What follows belongs to an exercise in optimizing a design on an open flow for small area and a short achievable clock period; a production flow would make more cautious choices. Where RTL was checked, it was by simulation tests only, not by an equivalence proof against the original. Only the layout flow was run in run 1; the RTL was not checked for function there. No activity file was given, so power comes from the tool's default toggle rates.

==> flow/design.v (outline; a module is shown in full before it is edited, if it fits) <==
// module wallace_multiplier_16bit: 1522 lines
// module mul_fa: 4 lines
// module mul_xor: 3 lines
// module mul_ha: 4 lines
// module mul_han: 4 lines
// module mul_xnor: 3 lines
// module mul_or: 3 lines
module wallace_multiplier_16bit(
    input  wire        clk,
    input  wire        rst,
    input  wire [15:0] multiplicand,
    input  wire [15:0] multiplier,
    output reg  [31:0] result
);
  // ...
==> flow/run.sh <==
#!/bin/bash
# synth_recipe.tcl (not shown) runs the flow's synth.tcl, then flattens the netlist and writes it again
# the make line also repeats each setting of config.mk as NAME=value (left out here)
make -C /OpenROAD-flow-scripts/flow DESIGN_CONFIG=/design/flow/config.mk WORK_HOME=/design/flow/orfs CLKGATE_MAP_FILE= SYNTH_SCRIPT=/design/flow/synth_recipe.tcl finish
==> flow/config.mk <==
export PLATFORM = sky130hd
export DESIGN_NAME = wallace_multiplier_16bit
export DESIGN_NICKNAME = wallace_multiplier_16bit
export VERILOG_FILES = /design/flow/design.v
export SDC_FILE = /design/flow/constraint.sdc
export NUM_CORES = 4
export LEC_CHECK = 0
export CAP_MARGIN = 20
export CORE_MARGIN = 2
export CORE_UTILIZATION = 60
export CTS_BUF_LIST = sky130_fd_sc_hd__clkbuf_4 sky130_fd_sc_hd__clkbuf_8
export CTS_CLUSTER_DIAMETER = 50
export CTS_CLUSTER_SIZE = 12
export SETUP_SLACK_MARGIN = 1.15
export SLEW_MARGIN = 20
export SYNTH_HIERARCHICAL = 1
export SYNTH_MINIMUM_KEEP_SIZE = 0
==> flow/constraint.sdc <==
create_clock -name core_clock -period 3.0 [get_ports {clk}]
set_input_delay 0.6000 -clock core_clock [delete_from_list [all_inputs] [get_ports {clk}]]
set_output_delay 0.6000 -clock core_clock [all_outputs]
set_load 0.01 [all_outputs]
==> run summary, run 1 <==
clock power share 0.209; Synth top area share 0.433; Non-clock buffers 81; Rel. slew slack 0.519; clock skew 0.0212 ns; slowest CP cell fa_1; Worst Hold Class reg2reg; Reg-to-Reg Start q2_s266; fraction of area in registers 0.447; hold slack 0.327 ns; Gate Count Post-Synth 1058; final hold vios 0; mux cell area share after synthesis 0; Final setup viols 0; area post-placement 14500 sq um; CTS buffer count 36; postcts setup bufs 2; flop2flop setup slack 1.15 ns; worst-case reg-to-reg path depth 3; ClkCell Share 0.0440; Yosys warning total 7; share of post-route cells with drive strength above 1 0.118; wire length on met1 11500 um; post-synthesis sequential area ratio 0.499; outcome finished clean; vias in the first global route 7499; initial antenna violation count 0; XOR/XNOR Fraction of Synth Area 0.0419; CTS tree yes
==> inputs of run 2 (changes only) <==
--- a/flow/design.v
+++ b/flow/design.v
@@ -511,17 +511,17 @@
 wire [1:0] r209;
 wire k210;
 wire a211_g0 = p1 & 1'b1;
 wire a211_p0 = p1 ^ 1'b1;
 wire a211_g1 = p2 & p17;
 wire a211_p1 = p2 ^ p17;
 wire a211_G0_1 = a211_g0 | (a211_p0 & 1'b1);
 wire a211_G1_2 = a211_g1 | (a211_p1 & a211_G0_1);
-mul_xor u_a211_x0 (.a(a211_p0), .b(1'b1), .y(r209[0]));
+assign r209[0] = a211_p0 ^ 1'b1;
 mul_xor u_a211_x1 (.a(a211_p1), .b(a211_G0_1), .y(r209[1]));
 assign k210 = a211_G1_2;
 wire s212, c213;
 mul_fa u_s212 (.a(p11), .b(p26), .c(p41), .s(s212), .co(c213));
 wire s214, c215;
 mul_fa u_s214 (.a(p12), .b(p27), .c(p42), .s(s214), .co(c215));
 wire s216, c217;
 mul_fa u_s216 (.a(p57), .b(p72), .c(p87), .s(s216), .co(c217));
@@ -1503,25 +1503,25 @@
     q4_pp757 <= pp757;
     q4_gg758 <= gg758;
     q4_pp759 <= pp759;
     q4_gg760 <= gg760;
     q4_pp761 <= pp761;
     q4_gg762 <= gg762;
     q4_k643 <= k643;
 end
-reg [3:0] vld;
 wire [31:0] prod = {r763[20], r763[19], r763[18], r763[17], r763[16], r763[15], r763[14], r763[13], r763[12], r763[11], r763[10], r763[9], r763[8], r763[7], r763[6], r763[5], r763[4], r763[3], r763[2], r763[1], r763[0], q4_r642_4, q4_r642_3, q4_r642_2, q4_r642_1, q4_r642_0, q4_q3_r629_0, q4_q3_r472_2, q4_q3_r472_1, q4_q3_r472_0, q4_q3_q2_r209_1, q4_q3_q2_r209_0};
+reg [3:0] vld_n;
 always @(posedge clk or posedge rst) begin
     if (rst) begin
-        vld <= 4'd0;
+        vld_n <= 4'hf;
         result <= 32'd0;
     end else begin
-        vld <= {vld[2:0], 1'b1};
-        result <= vld[3] ? ~prod : 32'd0;
+        vld_n <= {vld_n[2:0], 1'b0};
+        result <= ~(prod | {32{vld_n[3]}});
     end
 end
 endmodule
 module mul_fa(input wire a, input wire b, input wire c, output wire s, output wire co);
     assign s = a ^ b ^ c;
     assign co = (a & b) | (a & c) | (b & c);
 endmodule
 module mul_xor(input wire a, input wire b, output wire y);
==> flow/flow/run.sh (new file) <==
#!/bin/bash
# Standard ORFS layout (the standard.sh) with two changes:
#  - plain buf_1 cells as the port buffers (buffer_ports picks delay cells by default);
#  - clock tree synthesis without dummy load cells.
set -euo pipefail
export BUFFER_PORTS_ARGS="-buffer_cell sky130_fd_sc_hd__buf_1"
export CTS_ARGS="-sink_clustering_enable -repair_clock_nets -dont_use_dummy_load -sink_clustering_size 12 -sink_clustering_max_diameter 50 -buf_list {sky130_fd_sc_hd__clkbuf_4 sky130_fd_sc_hd__clkbuf_8}"
bash standard.sh > standard_flow.log 2>&1
==> flow/standard.sh (new file) <==
#!/bin/bash
# synth_recipe.tcl (not shown) runs the flow's synth.tcl, then flattens the netlist and writes it again
# the make line also repeats each setting of config.mk as NAME=value (left out here)
make -C /OpenROAD-flow-scripts/flow DESIGN_CONFIG=/design/flow/config.mk WORK_HOME=/design/flow/orfs CLKGATE_MAP_FILE= SYNTH_SCRIPT=/design/flow/synth_recipe.tcl "${@:-finish}"
==> flow/config.mk (replaced) <==
export PLATFORM = sky130hd
export DESIGN_NAME = wallace_multiplier_16bit
export DESIGN_NICKNAME = wallace_multiplier_16bit
export VERILOG_FILES = /design/flow/design.v
export SDC_FILE = /design/flow/constraint.sdc
export NUM_CORES = 4
export LEC_CHECK = 0
export CAP_MARGIN = 20
export CORE_MARGIN = 2
export CORE_UTILIZATION = 75
export CTS_BUF_LIST = sky130_fd_sc_hd__clkbuf_4 sky130_fd_sc_hd__clkbuf_8
export CTS_CLUSTER_DIAMETER = 50
export CTS_CLUSTER_SIZE = 12
export SETUP_SLACK_MARGIN = 1.15
export SLEW_MARGIN = 20
export SYNTH_HIERARCHICAL = 1
export SYNTH_MINIMUM_KEEP_SIZE = 0
removed: flow/run.sh
==> run 2 against run 1 <==
Total power fell by 4.7%; count of clock-buffer cells in the layout fell by 16; core utilization rose by 13 points; die area fell by 20%; flip-flop and latch count did not move; sequential power barely moved; combinational power fell by 3%; cell count fell by 5.7%; register-to-register slack barely moved; maximum frequency rose by 0.66%; sequential share of layout area rose by 2.5 points; clock skew rose by 0.036 ns.
==> run summary, run 2 <==
CTS H-tree depth 2 (unchanged); Placed Cells 1307 (was 1368); Gate Count Post-Synth 1058 (unchanged); commonest non-fill, non-tap cells in the layout 261 x nand2_1, 255 x dfxtp_1, 185 x fa_1, 65 x buf_1 (was 260 x nand2_1, 254 x dfxtp_1, 183 x fa_1, 38 x clkbuf_8, 36 x dfrtp_1); Pre-antenna DRT Iters 5 (unchanged); WP data required 3.37 ns (was 3.39 ns); initial antenna violation count 0 (unchanged); Syn Std Cell Area 13500 sq um (was 13600 sq um); Initial DRC Count 461 (was 350); Synth top cells by count 294 x dfxtp_1, 261 x nand2_1, 193 x fa_1, 49 x clkbuf_1, 34 x or2_1 (was 294 x dfxtp_1, 260 x nand2_1, 193 x fa_1, 49 x clkbuf_1, 36 x dfrtp_1); synth unique cells 34 (unchanged); starting density of the core 0.758 (was 0.606); Yosys warning total 7 (unchanged); Yosys top cell by area dfxtp_1 (unchanged); Post-synth EDFFs 0 (unchanged); Synth area leaders dfxtp_1 44%, fa_1 29%, nand2_1 7.2%, dfrtp_1 5.9%, ha_1 2.9% (was dfxtp_1 43%, fa_1 28%, nand2_1 7.2%, dfrtp_1 6.6%, ha_1 2.9%); nets 1383 (was 1388); CP Class reg2reg (unchanged); Routed Antenna Nets 0 (unchanged); IO Port Bufs 65 (unchanged); CTS tree yes (unchanged); Hold-fix buffers, CTS 0 (unchanged); CTS root buf clkbuf_8 (unchanged); sequential cell area 6900 sq um (about the same); largest net degree at the start of global routing 33 (was 37); Final Cycle Share 0.612 (was 0.616); core area 17800 sq um (was 22400 sq um); Post-synth top flop dfxtp_1 (unchanged); clock power share 0.179 (was 0.209); P&R area growth vs syn 8.12% (was 13.6%); Final min period 1.84 ns (was 1.85 ns); Worst VDD drop 0.579 mV (was 0.399 mV); max reg flops 32 (unchanged); leak pwr 5.70 nW (was 6.13 nW); Internal 8.79 mW (was 9.31 mW); DP HPWL 17300 um (was 17400 um); maximum clock path buffer count 3 (unchanged); WL per Instance 17.9 um (was 16.7 um); switching power share of the total 0.320 (was 0.314); Vias 7323 (was 7198); Largest regs result (32), vld_n (4) (was result (32), vld (4)); Sequential Power Share 0.500 (was 0.475); Layout Cells excl Fill 1352 (was 1433); final hold vios 0 (unchanged); max-slew violation count 0 (unchanged); largest register by flop count result (unchanged); clock skew 0.0567 ns (was 0.0212 ns); Filler cells 1014 (was 1679); Net Sw Power 4.14 mW (was 4.25 mW); final core occ 0.819 (was 0.689); arrival time at the worst endpoint 2.21 ns (was 2.24 ns); Routed WL 24200 um (was 24000 um); footprint of the multi-input gates 6570 sq um (was 6710 sq um); Avg Cell Area, Syn 12.8 sq um (was 12.9 sq um); # clock sinks 330 (unchanged); FMAX 0.545 GHz (was 0.541 GHz); Pwr Density 885 nW/um^2 (was 878 nW/um^2); die height 138 um (was 155 um); unrepaired setup endpoints after global routing true (unchanged); Rel. slew slack 0.522 (was 0.519); Yosys reg bits 330 (unchanged); GP Congestion 0.873 (was 0.839); Worst-Skew Late Latency 0.52 ns (was 0.54 ns); most numerous cell in the Yosys netlist dfxtp_1 (unchanged); vias per std cell 5.42 (was 5.02); share of post-route cells with drive strength above 1 0.0971 (was 0.118); crit start category flip-flop (unchanged); crit-path max FO 3 (was 1); Top Ports 66 (unchanged); Die W 138 um (was 155 um); All-Layer GR Usage 0.262 (was 0.217); post-synthesis sequential area ratio 0.502 (was 0.499); measured slew at the worst slew-check pin 0.717 ns (was 0.722 ns); max cap viols 0 (unchanged); commonest non-fill, non-tap cell in the layout nand2_1 (unchanged); die area 19100 sq um (was 23900 sq um); Final setup viols 0 (unchanged); Setup TNS 0 ns (unchanged); first-pass GRT wire length 38800 um (was 39800 um); vias in the first global route 7848 (was 7499); hold slack 0.164 ns (was 0.327 ns); row count 49 (was 55); asr flop ratio synth 0.109 (unchanged); clock-pin slew on the worst setup and hold paths 0.07 ns (about the same); drt drc 0 (unchanged); Synth top area share 0.435 (was 0.433); outcome finished clean (unchanged); antenna cells 0 (unchanged); GRT overflow 0 (unchanged); CTS buffer count 34 (was 36); CP Capture Type flip-flop (unchanged); Worst Hold Class in2async (was reg2reg); Combinational Power Share 0.321 (was 0.316)
run 2: modules after synthesis (local to each module, per instance), a selection:
| module | flip-flops and latches | cells | area (sq um) |
|---|---|---|---|
| mul_fa | 0 | 1 | 20.0 |
| mul_ha | 0 | 1 | 12.5 |
| mul_or | 0 | 1 | 6.26 |
| mul_xnor | 0 | 1 | 8.76 |
| wallace_multiplier_16bit | 330 | 747 | 8630 |
| mul_xor | 0 | 1 | 8.76 |
run 2: timing repair:
item	4_1_cts	5_1_grt
gates resized for setup	44	36
setup endpoints to repair	110	42
pin swaps	6	10
setup buffers	3	8
run 2: cell type report:
type	instances	share of cell area
multi-input combinational	671	0.449
clock buffer	34	0.0320
inverter	8	0.00205
tap	229	0.0196
sequential	330	0.472
timing repair buffer	80	0.0252
run 2: metrics by stage:
step / total power, mW / setup WS, ns / area [sq um]
2_1_floorplan: 9.24 / 1.16 / 13600
3_3_place_gp: 10.3 / 0.824 / 13900
5_1_grt: 14.0 / 1.09 / 14600
6_report: 12.9 / 1.16 / 14600
3_5_place_dp: 10.5 / 0.807 / 13900
4_1_cts: 12.9 / 1.06 / 14500
run 2: logic make-up after synthesis:
kind of cell	count (synthesis)	synth area share
and+or+nand+nor	339	0.103
DFF	330	0.502
adders and majority gates	224	0.314
xor gates and xnor gates	64	0.0415
buffers and inverters	57	0.0158
AOI/OAI and AO/OA	42	0.0228
other	2	0.000555
run 2: path summary, 6_finish.rpt:
path                                        from             endpoint  slack, ns  depth (start not counted)
worst min-delay path                         rst           result[14]       0.16                          2
min in group core_clock            multiplier[9]      q1_multiplier_9       0.17                          1
worst min register to register  q1_multiplier_14  q2_q1_multiplier_14       0.33                          0
worst max-delay path                    q4_pp721           result[30]       1.16                          7
worst max register to register          q4_pp721           result[30]       1.16                          7
max in group asynchronous                    rst           result[21]       2.17                          3
run 2: layer usage:
layer	global-route usage	up-vias	share of wire
met5	0.0175	-	0.0019
met4	0.100	2	0.026
met3	0.0627	59	0.079
met2	0.408	331	0.45
met1	0.366	3578	0.44
li1	-	3353	-
run 2: power groups by stage:
stage | Clock, mW | Sequential, mW | Combinational, mW
2_1_floorplan | 0 | 6.38 | 2.86
3_3_place_gp | 0 | 6.51 | 3.80
3_5_place_dp | 0 | 6.55 | 4.00
4_1_cts | 2.39 | 6.45 | 4.08
5_1_grt | 2.53 | 6.59 | 4.84
6_report | 2.32 | 6.46 | 4.15
run 2: critical path, cell delays in order (launching register included):
cell	delay, ns
dfxtp_2	0.32
a21o_1	0.21
a22o_1	0.26
a22o_1	0.26
nor3_2	0.32
o31ai_2	0.11
xor2_1	0.17
nor2_1	0.05
==> inputs of run 3 (changes only) <==
--- a/flow/config.mk
+++ b/flow/config.mk
@@ -9,3 +9,3 @@
 export CORE_MARGIN = 2
-export CORE_UTILIZATION = 75
+export CORE_UTILIZATION = 60
 export CTS_BUF_LIST = sky130_fd_sc_hd__clkbuf_4 sky130_fd_sc_hd__clkbuf_8
==> run 3 against run 2 <==
Critical path depth decreased by 4; non-clock buffer count is 3 lower; area after synthesis did not move; synthesized cell count is the same; largest power group unchanged; highest routed layer is now met4.
==> run summary, run 3 <==
unrepaired setup endpoints after global routing true (unchanged); die area 23800 sq um (was 19100 sq um); flop2flop setup slack 1.15 ns (was 1.16 ns); most used cell, CP fa_1 (was a22o_1); Synth area leaders dfxtp_1 44%, fa_1 29%, nand2_1 7.2%, dfrtp_1 5.9%, ha_1 2.9% (unchanged); commonest non-fill, non-tap cells in the layout 261 x nand2_1, 255 x dfxtp_1, 185 x fa_1, 65 x buf_1, 35 x clkbuf_8 (was 261 x nand2_1, 255 x dfxtp_1, 185 x fa_1, 65 x buf_1); Post-synth top flop dfxtp_1 (unchanged); starting density of the core 0.616 (was 0.758); final hold vios 0 (unchanged); vias per std cell 5.12 (was 5.42); clock skew 0.0205 ns (was 0.0567 ns); # clock sinks 330 (unchanged); Largest regs result (32), vld_n (4) (unchanged); nets 1381 (was 1383); CTS H-tree depth 2 (unchanged); largest register by flop count result (unchanged); crit start category flip-flop (unchanged); FMAX 0.541 GHz (was 0.545 GHz); max cap viols 0 (unchanged); sequential cell area 6900 sq um (unchanged); Final min period 1.85 ns (was 1.84 ns); Internal 8.79 mW (about the same); row count 54 (was 49); P&R area growth vs syn 8.62% (was 8.12%); synth unique cells 34 (unchanged); worst path cell trace fa_2 -> fa_1 -> fa_1 (was a21o_1 -> a22o_1 -> a22o_1 -> nor3_2 -> o31ai_2 -> xor2_1 -> nor2_1); IO Port Bufs 65 (unchanged); Initial DRC Count 451 (was 461); slowest CP cell fa_1 (was dfxtp_2); post-synthesis sequential area ratio 0.502 (unchanged); first-pass GRT wire length 40200 um (was 38800 um); Top Ports 66 (unchanged); CP Class reg2reg (unchanged); Sequential Power Share 0.499 (was 0.500); leak pwr 5.71 nW (was 5.70 nW); Synth top area share 0.435 (unchanged); All-Layer GR Usage 0.218 (was 0.262); Yosys top cell by area dfxtp_1 (unchanged); Gate Count Post-Synth 1058 (unchanged); final core occ 0.669 (was 0.819); met2 wire len 9810 um (was 11000 um); footprint of the multi-input gates 6580 sq um (was 6570 sq um); Net Sw Power 4.14 mW (about the same); antenna cells 0 (unchanged); asr flop ratio synth 0.109 (unchanged); Pre-antenna DRT Iters 5 (unchanged); Worst-Skew Late Latency 0.52 ns (about the same); most numerous cell in the Yosys netlist dfxtp_1 (unchanged); Yosys reg bits 330 (unchanged); Worst Hold Class in2async (unchanged); clock-pin slew on the worst setup and hold paths 0.08 ns (was 0.07 ns); Routed WL 24100 um (was 24200 um); top routing layer used met4 (was met5); share of post-route cells with drive strength above 1 0.0955 (was 0.0971); Reg-to-Reg End q3_s579 (was result[30]); CP peak stage delay 0.54 ns (was 0.32 ns); Pwr Density 880 nW/um^2 (was 885 nW/um^2); Worst VDD drop 0.463 mV (was 0.579 mV); Avg Cell Area, Syn 12.8 sq um (unchanged); GRT overflow 0 (unchanged); Vias 7170 (was 7323); Die W 154 um (was 138 um); die height 154 um (was 138 um); CTS buffer count 35 (was 34); Filler cells 1663 (was 1014); worst-case reg-to-reg path depth 3 (was 7); clock power share 0.184 (was 0.179); initial antenna violation count 0 (unchanged); CP Capture Type flip-flop (unchanged); Reg-to-Reg Start q2_c293 (was q4_pp721); GP Congestion 0.857 (was 0.873); Setup TNS 0 ns (unchanged); WP data required 3.39 ns (was 3.37 ns); crit-path max FO 1 (was 3); WL met3 1350 um (was 1910 um); Post-synth EDFFs 0 (unchanged); switching power share of the total 0.320 (about the same); max reg flops 32 (unchanged); outcome finished clean (unchanged); Synth top cells by count 294 x dfxtp_1, 261 x nand2_1, 193 x fa_1, 49 x clkbuf_1, 34 x or2_1 (unchanged); wire length on met1 12300 um (was 10700 um); measured slew at the worst slew-check pin 0.538 ns (was 0.717 ns); max-slew violation count 0 (unchanged); core area 22000 sq um (was 17800 sq um); Final Cycle Share 0.616 (was 0.612); WP buf/inv 0 (unchanged); arrival time at the worst endpoint 2.24 ns (was 2.21 ns); commonest non-fill, non-tap cell in the layout nand2_1 (unchanged); maximum clock path buffer count 3 (unchanged); largest net degree at the start of global routing 37 (was 33); Final setup viols 0 (unchanged); vias in the first global route 7592 (was 7848); CTS tree yes (unchanged); Rel. slew slack 0.641 (was 0.522); cell family with most CP delay adder cells (was compound AO/OA/AOI/OAI gates); DP HPWL 17500 um (was 17300 um); Syn Std Cell Area 13500 sq um (unchanged); Routed Antenna Nets 0 (unchanged); Yosys warning total 7 (unchanged); CTS root buf clkbuf_8 (unchanged); WL per Instance 17.2 um (was 17.9 um); drt drc 0 (unchanged); Combinational Power Share 0.317 (was 0.321)
-- run 3: cell counts after synthesis --
No cell type changed its count.
-- run 3: worst register-to-register path: cells and delay by family (launching register included) --
kind / cells / cell delay [ns]
fa+ha+maj: 3 / 1.39
flops: 1 / 0.33
-- run 3: through the flow --
step,setup slack [ns],hold slack (ns),instance area (sq um),std cells,power [mW]
6_report,1.15,0.132,14700,1401,12.9
2_1_floorplan,1.16,0.310,13600,1058,9.24
3_3_place_gp,0.835,0.311,14000,1361,10.4
4_1_cts,1.10,0.119,14600,1398,13.0
3_5_place_dp,0.782,0.312,14000,1361,10.6
5_1_grt,1.09,0.132,14700,1401,14.1
-- run 3: timing repair --
item | in CTS | in global routing
gates resized for setup | 42 | 39
pin swaps | 7 | 10
setup buffers | 2 | 3
hold buffers | 0 | 0
endpoints found under the setup margin | 108 | 49
-- run 3: metal layers --
metal / up-vias / GRT usage
met5: - / 0
met4: 0 / 0.0663
met3: 57 / 0.0338
met2: 225 / 0.308
met1: 3536 / 0.349
li1: 3352 / -
-- run 3: layout make-up --
| type | count | area share |
|---|---|---|
| clock buffers | 35 | 0.0328 |
| inverters | 8 | 0.00204 |
| multi-input cells | 671 | 0.448 |
| flip-flops and latches | 330 | 0.470 |
| well taps | 280 | 0.0239 |
| repair buffers | 77 | 0.0239 |
-- run 3: power by group through the flow --
stage	Sequential (mW)	Clock, mW	Combinational, mW
finish	6.46	2.38	4.09
CTS	6.46	2.46	4.10
floorplan	6.38	0	2.86
global placement	6.53	0	3.91
detailed placement	6.56	0	4.02
global route	6.60	2.63	4.84
-- run 3: cell families (layout without fill, tap and decap cells) --
group	count (synthesis)	in the layout	synth area share
other cells	2	2	0.000555
fa+ha+maj	224	224	0.314
xor+xnor	64	64	0.0415
flops	330	330	0.502
simple gates	339	339	0.103
compound gates	42	42	0.0228
buf+inv	57	120	0.0158
-- run 3: worst max path at each step --
stage / start / endpoint / slack, ns / cells past startpoint
global placement: q1_multiplier_8 / q2_c407 / 0.83 / 4
global route: q4_pp745 / result[31] / 1.09 / 7
detailed placement: q1_multiplier_8 / q2_c407 / 0.78 / 4
floorplan: q2_q1_multiplier_15 / q3_s579 / 1.16 / 5
finish: q2_c293 / q3_s579 / 1.15 / 3
CTS: q1_multiplicand_12 / q2_c407 / 1.10 / 4
-- run 3: modules after synthesis (local to each module, per instance), excerpt --
module                    flip-flops and latches  cell area [sq um]  times used
wallace_multiplier_16bit                     330               8630           1
mul_fa                                         0               20.0         193
mul_ha                                         0               12.5          21
mul_xnor                                       0               8.76          33
mul_xor                                        0               8.76          31
mul_or                                         0               6.26          33
==> inputs of run 4 (changes only) <==
==> flow/flow/run.sh (replaced) <==
#!/bin/bash
# Standard ORFS layout (the standard.sh) with these changes:
#  - plain buf_1 cells as the port buffers (buffer_ports picks delay cells by default);
#  - clock tree synthesis without dummy load cells;
#  - timing repair only after global routing, with a setup margin.
set -euo pipefail
export BUFFER_PORTS_ARGS="-buffer_cell sky130_fd_sc_hd__buf_1"
export CTS_ARGS="-sink_clustering_enable -repair_clock_nets -dont_use_dummy_load -sink_clustering_size 12 -sink_clustering_max_diameter 50 -buf_list {sky130_fd_sc_hd__clkbuf_4 sky130_fd_sc_hd__clkbuf_8}"
SKIP_CTS_REPAIR_TIMING=1 SETUP_SLACK_MARGIN=0 bash standard.sh cts > standard_to_cts.log 2>&1
SETUP_SLACK_MARGIN=1.3 bash standard.sh > standard_finish.log 2>&1
--- a/flow/config.mk
+++ b/flow/config.mk
@@ -13,3 +13,2 @@
 export CTS_CLUSTER_SIZE = 12
-export SETUP_SLACK_MARGIN = 1.15
 export SLEW_MARGIN = 20
==> run 4 against run 3 <==
Die area did not move; clock power is 3% higher; wire length grew 25%; total power is 4.1% higher; combinational power rose by 12%; via count grew 12%; critical path depth unchanged; register-to-register slack got worse by 0.05 ns; cell area up 11%.
==> run summary, run 4 <==
crit-path max FO 1 (unchanged); measured slew at the worst slew-check pin 0.530 ns (was 0.538 ns); Pre-antenna DRT Iters 5 (unchanged); initial antenna violation count 0 (unchanged); Die W 154 um (unchanged); core area 22000 sq um (unchanged); FMAX 0.526 GHz (was 0.541 GHz); final hold vios 0 (unchanged); Yosys warning total 7 (unchanged); Largest regs result (32), vld_n (4) (unchanged); first-pass GRT wire length 40800 um (was 40200 um); CTS root buf clkbuf_8 (unchanged); asr flop ratio synth 0.109 (unchanged); antenna cells 0 (unchanged); Worst-Skew Late Latency 0.53 ns (was 0.52 ns); nets 1486 (was 1381); footprint of the multi-input gates 6940 sq um (was 6580 sq um); Routed Antenna Nets 0 (unchanged); Post-synth EDFFs 0 (unchanged); maximum clock path buffer count 3 (unchanged); largest register by flop count result (unchanged); WL per Instance 19.9 um (was 17.2 um); Filler cells 1400 (was 1663); Layout Cells excl Fill 1506 (was 1401); row count 54 (unchanged); Placed Cells 1361 (unchanged); Final setup viols 0 (unchanged); crit start category flip-flop (unchanged); die area 23800 sq um (unchanged); Routed WL 30000 um (was 24100 um); Final min period 1.90 ns (was 1.85 ns); vias in the first global route 7703 (was 7592); P&R area growth vs syn 21.0% (was 8.62%); Vias 8046 (was 7170); Pwr Density 822 nW/um^2 (was 880 nW/um^2); Synth top cells by count 294 x dfxtp_1, 261 x nand2_1, 193 x fa_1, 49 x clkbuf_1, 34 x or2_1 (unchanged); GRT overflow 0 (unchanged); leak pwr 6.52 nW (was 5.71 nW); DP HPWL 17600 um (was 17500 um); Synth top area share 0.435 (unchanged); unrepaired setup endpoints after global routing true (unchanged); WP data required 3.38 ns (was 3.39 ns); CTS tree yes (unchanged); clock skew 0.0367 ns (was 0.0205 ns); CTS H-tree depth 2 (unchanged); vias per std cell 5.34 (was 5.12); All-Layer GR Usage 0.222 (was 0.218); Final Cycle Share 0.633 (was 0.616); worst-case reg-to-reg path depth 3 (unchanged); CP Capture Type flip-flop (unchanged); most numerous cell in the Yosys netlist dfxtp_1 (unchanged); largest net degree at the start of global routing 37 (unchanged); arrival time at the worst endpoint 2.28 ns (was 2.24 ns); Post-synth top flop dfxtp_1 (unchanged); Yosys top cell by area dfxtp_1 (unchanged); hold slack 0.136 ns (was 0.132 ns); synth unique cells 34 (unchanged); Gate Count Post-Synth 1058 (unchanged); starting density of the core 0.616 (unchanged); CP Class reg2reg (unchanged); Initial DRC Count 589 (was 451); Worst VDD drop 0.470 mV (was 0.463 mV); Syn Std Cell Area 13500 sq um (unchanged); clock-pin slew on the worst setup and hold paths 0.07 ns (was 0.08 ns); max reg flops 32 (unchanged); drt drc 0 (unchanged); max cap viols 0 (unchanged); outcome finished clean (unchanged); commonest non-fill, non-tap cell in the layout dfxtp_1 (was nand2_1); CTS buffer count 36 (was 35); die height 154 um (unchanged); share of post-route cells with drive strength above 1 0.249 (was 0.0955); commonest non-fill, non-tap cells in the layout 244 x dfxtp_1, 224 x nand2_1, 148 x fa_1, 65 x buf_1, 58 x buf_4 (was 261 x nand2_1, 255 x dfxtp_1, 185 x fa_1, 65 x buf_1, 35 x clkbuf_8); final instance area 16400 sq um (was 14700 sq um); GP Congestion 0.857 (about the same); IO Port Bufs 65 (unchanged); Setup TNS 0 ns (unchanged); Worst Hold Class in2async (unchanged); Yosys reg bits 330 (unchanged); Avg Cell Area, Syn 12.8 sq um (unchanged); final core occ 0.745 (was 0.669); Synth area leaders dfxtp_1 44%, fa_1 29%, nand2_1 7.2%, dfrtp_1 5.9%, ha_1 2.9% (unchanged); Top Ports 66 (unchanged); sequential cell area 6930 sq um (was 6900 sq um); area post-placement 14000 sq um (unchanged); # clock sinks 330 (unchanged); Rel. slew slack 0.647 (was 0.641); max-slew violation count 0 (unchanged); post-synthesis sequential area ratio 0.502 (unchanged)
## run 4: cell families (layout without fill, tap and decap cells)
kind of cell | Yosys count | after routing | share of synthesized area
AOI/OAI and AO/OA | 42 | 42 | 0.0228
xor gates and xnor gates | 64 | 64 | 0.0415
adders and majority gates | 224 | 224 | 0.314
buffers and inverters | 57 | 225 | 0.0158
DFF | 330 | 330 | 0.502
other | 2 | 2 | 0.000555
and+or+nand+nor | 339 | 339 | 0.103
## run 4: per-module statistics from Yosys (local to each module, per instance), excerpt
module	times used	cells inside	cell area, sq um	flops+latches
wallace_multiplier_16bit	1	747	8630	330
mul_fa	193	1	20.0	0
mul_ha	21	1	12.5	0
mul_xnor	33	1	8.76	0
mul_xor	31	1	8.76	0
mul_or	33	1	6.26	0
## run 4: worst max-delay path: stages, from the launching register on
cell and delay, ns:
dfxtp_2 0.33, fa_2 0.44, fa_2 0.57, fa_2 0.42
## run 4: area by class of cell
type                    count  area share
multi-input cells         671       0.424
flip-flops and latches    330       0.424
repair buffers            181      0.0988
clock buffers              36      0.0303
well taps                 280      0.0214
inverters                   8     0.00183
## run 4: per-stage QoR
step / power [mW] / setup WS [ns]
after floorplan: 9.23 / 1.02
after global placement: 10.4 / 0.782
after detailed placement: 10.6 / 0.757
after CTS: 13.0 / 0.750
after global routing: 14.5 / 1.05
final: 13.5 / 1.10
## run 4: metal layers
metal	global-route usage	vias up	part of all wire
li1	-	3571	-
met1	0.350	3983	0.45
met2	0.308	399	0.43
met3	0.0490	93	0.088
met4	0.0690	0	0.035
met5	0	-	0
## run 4: worst paths after layout
check                                      to              from  slack, ns
setup / recovery                      q3_s581           q2_c301       1.10
hold / removal                      result[9]               rst       0.14
setup reg to reg                      q3_s581           q2_c301       1.10
hold reg to reg                  q4_q3_r629_0         q3_r629_0       0.32
max in group asynchronous            vld_n[0]               rst       2.52
min in group core_clock    q1_multiplicand_12  multiplicand[12]       0.15
## run 4: power by group
group          internal [mW]  switching, mW
sequential              5.71          0.706
clock                   1.07           1.37
combinational           2.28           2.31

afterwards: timing with drivers on the ports:
How much do the figures lean on ideal ports? The routed layouts below were timed once more, with nothing changed but the port constraints.
Step 1: set_driving_cell puts a clkbuf_16 on clk and a buf_2 on each other input, an assumption about the parent block.
Step 2 times the ports against the registers' clock, not the clock port: input delays grow and output delays shrink by t, the midpoint of the rising clock arrivals with the driver on.
Slacks: ideal ports / drivers / drivers and shift; pairs: ideal ports / drivers.
run | t, ns | slack for setup (ns) | worst register clock-pin slew, ns
run 1 | 0.564 | 1.153 / 1.153 / 1.153 | 0.08 / 0.08
run 2 | 0.536 | 1.165 / 1.165 / 1.165 | 0.08 / 0.08
run 3 | 0.550 | 1.153 / 1.153 / 1.153 | 0.08 / 0.08
run 4 | 0.556 | 1.100 / 1.100 / 1.100 | 0.09 / 0.09
After both steps every run listed still meets setup and hold.
